Background: an optimization exercise with open tools, aiming at small area and a short achievable clock period. Do not read the settings as production practice.
RTL that was checked went through simulation tests only; none was proved equivalent to the original.

## main
==> flow/design.v <==
module fir_filter_top #(
    parameter WIDTH = 16,
    parameter TAPS = 8,
    parameter COEFF_SUM = 20
) (
    input wire clk,
    input wire rst,
    input wire signed [WIDTH-1:0] x_in,
    output wire signed [WIDTH+3:0] y_out_raw,
    output wire signed [WIDTH+3:0] y_out
);
    function [5:0] dstep(input [4:0] r, input b);
        begin
            dstep[5] = r[3] | r[4] | (r[2] & b);
            dstep[0] = b ? r[2] : r[0];
            dstep[1] = b ? r[0] : r[3];
            dstep[2] = b ? r[3] : r[1];
            dstep[3] = b ? r[1] : r[4];
            dstep[4] = b ? r[4] : r[2];
        end
    endfunction
    reg signed [15:0] xh [0:2];    
    reg signed [17:0] t;           
    reg signed [17:0] bh [0:4];    
    reg [17:0] bn5;                
    wire [17:0] tx0 = {{2{xh[0][15]}}, xh[0]};
    wire [17:0] tx1 = {{2{xh[1][15]}}, xh[1]};
    wire [17:0] tx2 = {{2{xh[2][15]}}, xh[2]};
    wire [17:0] ta_s = tx0 ^ tx1 ^ tx2;
    wire [17:0] ta_c = (tx0 & tx1) | (tx0 & tx2) | (tx1 & tx2);
    wire [17:0] tsum = ta_s + {ta_c[16:0], 1'b0};
    wire [17:0] bsum = tx0 + t;
    integer i;
    always @(posedge clk or posedge rst) begin
        if (rst) begin
            for (i = 0; i < 3; i = i + 1) xh[i] <= 16'sd0;
            t <= 18'd0;
            for (i = 0; i < 5; i = i + 1) bh[i] <= 18'd0;
            bn5 <= {18{1'b1}};
        end else begin
            xh[0] <= x_in;
            for (i = 1; i < 3; i = i + 1) xh[i] <= xh[i-1];
            t <= tsum;
            bh[0] <= bsum;
            for (i = 1; i < 5; i = i + 1) bh[i] <= bh[i-1];
            bn5 <= ~bh[4];
        end
    end
    reg signed [19:0] s2, s1, yraw;
    wire [19:0] sa_x = s2;
    wire [19:0] sa_y = {{2{bh[0][17]}}, bh[0]};
    wire [19:0] sa_z = {{2{bn5[17]}}, bn5};
    wire [19:0] sa_s = sa_x ^ sa_y ^ sa_z;
    wire [19:0] sa_c = (sa_x & sa_y) | (sa_x & sa_z) | (sa_y & sa_z);
    wire [19:0] snext = sa_s + {sa_c[18:0], 1'b1};
    always @(posedge clk or posedge rst) begin
        if (rst) begin
            s2 <= 20'sd0;
            s1 <= 20'sd0;
            yraw <= 20'sd0;
        end else begin
            s2 <= snext;
            s1 <= s2;
            yraw <= s1;
        end
    end
    localparam SPLIT = 8;
    reg [4:0] ra [0:SPLIT];
    reg [SPLIT-1:0] qa;
    reg [5:0] ta;
    integer ka;
    always @(*) begin
        case (s2[19:18])
            2'b00:   ra[0] = 5'b00001;   
            2'b01:   ra[0] = 5'b00010;   
            2'b10:   ra[0] = 5'b01000;   
            default: ra[0] = 5'b10000;   
        endcase
        for (ka = 0; ka < SPLIT; ka = ka + 1) begin
            ta = dstep(ra[ka], s2[17-ka]);
            qa[SPLIT-1-ka] = ta[5];
            ra[ka+1] = ta[4:0];
        end
    end
    reg [SPLIT-1:0] qh;
    reg [4:0] rh;
    always @(posedge clk or posedge rst) begin
        if (rst) begin
            qh <= {SPLIT{1'b0}};
            rh <= 5'b00001;
        end else begin
            qh <= qa;
            rh <= ra[SPLIT];
        end
    end
    reg [4:0] rb [SPLIT:16];
    reg [15-SPLIT:0] qb;
    reg [5:0] tb;
    integer kb;
    always @(*) begin
        rb[SPLIT] = rh;
        for (kb = SPLIT; kb < 16; kb = kb + 1) begin
            tb = dstep(rb[kb], s1[17-kb]);
            qb[15-kb] = tb[5];
            rb[kb+1] = tb[4:0];
        end
    end
    wire inc = s1[19] & ((|s1[1:0]) | ~rb[16][0]);
    wire [15:0] q = {qh, qb} + {15'd0, inc};
    reg [15:0] ydiv;
    always @(posedge clk or posedge rst) begin
        if (rst) ydiv <= 16'd0;
        else     ydiv <= q;
    end
    assign y_out_raw = yraw;
    assign y_out = {{4{ydiv[15]}}, ydiv};
endmodule
clock: 10.0 ns
lec_check: 0
abc_area: 1
cap_margin: 20
core_margin: 2
core_utilization: 40
slew_margin: 20
standard.sh (not shown) runs the stock make flow with config.mk's settings and CLKGATE_MAP_FILE= SYNTH_SCRIPT=/design/flow/synth_recipe.tcl, a recipe that flattens the netlist after the stock synthesis.
==> flow/flow/run.sh <==
#!/bin/bash
# The standard layout flow, with small port buffers and a clock tree
# built from one buffer type, without dummy loads.
set -euo pipefail
bash standard.sh \
  "BUFFER_PORTS_ARGS=-buffer_cell sky130_fd_sc_hd__buf_1" \
  "CTS_ARGS=-sink_clustering_enable -repair_clock_nets -buf_list sky130_fd_sc_hd__clkbuf_8 -sink_clustering_size 16 -sink_clustering_max_diameter 80 -dont_use_dummy_load" \
  finish > standard.log 2>&1
Every stage of the flow completed for main, and the final layout passed the timing, design-rule and antenna checks.
The following lists how the feature branch was set up differently from main:
==> flow/design.v <==
module fir_cpa #(parameter N = 18) (
    input wire [N-1:0] a,
    input wire [N-1:0] b,
    output wire [N-1:0] s
);
    localparam integer M = (N + 1) / 2;                  
    localparam integer TOP = (M > 1) ? (1 << ($clog2(M) - 1)) : 1;
    reg [N-1:0] g, p;
    reg [M-1:0] pg, pp;   
    reg [N:0] c;          
    integer d, i, k;
    always @(*) begin
        g = a & b;
        p = a ^ b;
        for (k = 0; k < M; k = k + 1)
            if (2 * k + 1 < N) begin
                pg[k] = g[2*k+1] | (p[2*k+1] & g[2*k]);
                pp[k] = p[2*k+1] & p[2*k];
            end else begin
                pg[k] = g[2*k];
                pp[k] = p[2*k];
            end
        for (d = 1; d < M; d = d * 2)
            for (k = 2 * d - 1; k < M; k = k + 2 * d) begin
                pg[k] = pg[k] | (pp[k] & pg[k-d]);
                pp[k] = pp[k] & pp[k-d];
            end
        for (d = TOP; d >= 1; d = d / 2)
            for (k = 3 * d - 1; k < M; k = k + 2 * d) begin
                pg[k] = pg[k] | (pp[k] & pg[k-d]);
                pp[k] = pp[k] & pp[k-d];
            end
        c = {(N+1){1'b0}};
        c[1] = g[0];
        for (k = 0; 2 * k + 2 <= N; k = k + 1)
            c[2*k+2] = pg[k];
        for (i = 2; i < N; i = i + 2)
            c[i+1] = g[i] | (p[i] & (g[i-1] | (p[i-1] & g[i-2])))
                   | (p[i] & p[i-1] & p[i-2] & c[i-2]);
    end
    assign s = p ^ c[N-1:0];
endmodule
module fir_filter_top #(
    parameter WIDTH = 16,
    parameter TAPS = 8,
    parameter COEFF_SUM = 20
) (
    input wire clk,
    input wire rst,
    input wire signed [WIDTH-1:0] x_in,
    output wire signed [WIDTH+3:0] y_out_raw,
    output wire signed [WIDTH+3:0] y_out
);
    function [5:0] dstep(input [4:0] r, input b);
        begin
            dstep[5] = r[3] | r[4] | (r[2] & b);
            dstep[0] = b ? r[2] : r[0];
            dstep[1] = b ? r[0] : r[3];
            dstep[2] = b ? r[3] : r[1];
            dstep[3] = b ? r[1] : r[4];
            dstep[4] = b ? r[4] : r[2];
        end
    endfunction
    reg signed [15:0] xh [0:2];    
    reg signed [17:0] t;           
    reg signed [17:0] bh [0:4];    
    reg [17:0] bn5;                
    wire [17:0] tx0 = {{2{xh[0][15]}}, xh[0]};
    wire [17:0] tx1 = {{2{xh[1][15]}}, xh[1]};
    wire [17:0] tx2 = {{2{xh[2][15]}}, xh[2]};
    wire [17:0] ta_s = tx0 ^ tx1 ^ tx2;
    wire [17:0] ta_c = (tx0 & tx1) | (tx0 & tx2) | (tx1 & tx2);
    wire [17:0] tsum, bsum;
    fir_cpa #(.N(18)) t_add (.a(ta_s), .b({ta_c[16:0], 1'b0}), .s(tsum));
    fir_cpa #(.N(18)) b_add (.a(tx0), .b(t), .s(bsum));
    integer i;
    always @(posedge clk or posedge rst) begin
        if (rst) begin
            for (i = 0; i < 3; i = i + 1) xh[i] <= 16'sd0;
            t <= 18'd0;
            for (i = 0; i < 5; i = i + 1) bh[i] <= 18'd0;
            bn5 <= {18{1'b1}};
        end else begin
            xh[0] <= x_in;
            for (i = 1; i < 3; i = i + 1) xh[i] <= xh[i-1];
            t <= tsum;
            bh[0] <= bsum;
            for (i = 1; i < 5; i = i + 1) bh[i] <= bh[i-1];
            bn5 <= ~bh[4];
        end
    end
    reg signed [19:0] s2, s1, yraw;
    wire [19:0] sa_x = s2;
    wire [19:0] sa_y = {{2{bh[0][17]}}, bh[0]};
    wire [19:0] sa_z = {{2{bn5[17]}}, bn5};
    wire [19:0] sa_s = sa_x ^ sa_y ^ sa_z;
    wire [19:0] sa_c = (sa_x & sa_y) | (sa_x & sa_z) | (sa_y & sa_z);
    wire [19:0] snext;
    fir_cpa #(.N(20)) s_add (.a(sa_s), .b({sa_c[18:0], 1'b1}), .s(snext));
    always @(posedge clk or posedge rst) begin
        if (rst) begin
            s2 <= 20'sd0;
            s1 <= 20'sd0;
            yraw <= 20'sd0;
        end else begin
            s2 <= snext;
            s1 <= s2;
            yraw <= s1;
        end
    end
    localparam SPLIT = 8;
    reg [4:0] ra [0:SPLIT];
    reg [SPLIT-1:0] qa;
    reg [5:0] ta;
    integer ka;
    always @(*) begin
        case (s2[19:18])
            2'b00:   ra[0] = 5'b00001;   
            2'b01:   ra[0] = 5'b00010;   
            2'b10:   ra[0] = 5'b01000;   
            default: ra[0] = 5'b10000;   
        endcase
        for (ka = 0; ka < SPLIT; ka = ka + 1) begin
            ta = dstep(ra[ka], s2[17-ka]);
            qa[SPLIT-1-ka] = ta[5];
            ra[ka+1] = ta[4:0];
        end
    end
    reg [SPLIT-1:0] qh;
    reg [4:0] rh;
    always @(posedge clk or posedge rst) begin
        if (rst) begin
            qh <= {SPLIT{1'b0}};
            rh <= 5'b00001;
        end else begin
            qh <= qa;
            rh <= ra[SPLIT];
        end
    end
    reg [4:0] rb [SPLIT:16];
    reg [15-SPLIT:0] qb;
    reg [5:0] tb;
    integer kb;
    always @(*) begin
        rb[SPLIT] = rh;
        for (kb = SPLIT; kb < 16; kb = kb + 1) begin
            tb = dstep(rb[kb], s1[17-kb]);
            qb[15-kb] = tb[5];
            rb[kb+1] = tb[4:0];
        end
    end
    wire inc = s1[19] & ((|s1[1:0]) | ~rb[16][0]);
    wire [15:0] q = {qh, qb} + {15'd0, inc};
    reg [15:0] ydiv;
    always @(posedge clk or posedge rst) begin
        if (rst) ydiv <= 16'd0;
        else     ydiv <= q;
    end
    assign y_out_raw = yraw;
    assign y_out = {{4{ydiv[15]}}, ydiv};
endmodule
Notes after the runs:
Non-clock buffer count came out exactly the same in the feature branch and main. Between the feature branch and main, it is the feature branch whose total number of cells along the worst setup path is higher, by 2. ydiv[15]$_DFF_PP0_ as the start point of the critical path was reported by main, and rst by the feature branch. main → the feature branch: worst clock skew on the final layout went up; period utilization went up 0.33 points; number of rows in the core area shrank by 1. The sequential share of layout area in the feature branch sits 1.9 points above the value recorded for main. Delta (the feature branch minus main): area of all placed cells without fillers has decreased; wire length of the first global-routing pass has decreased; worst slew margin relative to its limit has decreased. Maximum number of pins on one net before global-route repair, the feature branch and main: higher on main. As far as number of flip-flops and latches goes, the feature branch and main are indistinguishable; the numbers are identical. When the feature branch is set beside main, its met2 wire length turns out to be 12% smaller.
No functional check of the RTL was part of the feature branch.

-- separate check: timing with driven ports --
In the flow no input, the clock included, has a driving cell. The finished layouts below were timed again as built, in two steps. Step 1 assumes that a clkbuf_16 drives the clock port and a buf_2 every other input. Step 2, shift: input delay + t, output delay - t, t = (earliest + latest rising clock arrival at the registers) / 2. This alone moves slack from input paths to output paths. a / b / c = no drivers / after step 1 / after step 2; a / b = the first two.
| run | t (ns) | slack for setup (ns) | worst setup path at the end | worst slew at a driven data input, ns |
|---|---|---|---|---|
| main | 0.548 | 6.946 / 6.908 / 6.567 | input, reset recovery | 0.04 |
| the feature branch | 0.550 | 6.913 / 6.924 / 6.384 | input, reset recovery | 0.03 |
After both steps setup and hold are still met in every run listed. The setup slack of the feature branch, which loses most, moves by +0.011 ns with the drivers and by -0.529 ns with both steps. The worst setup slack also covers recovery checks on asynchronous resets.
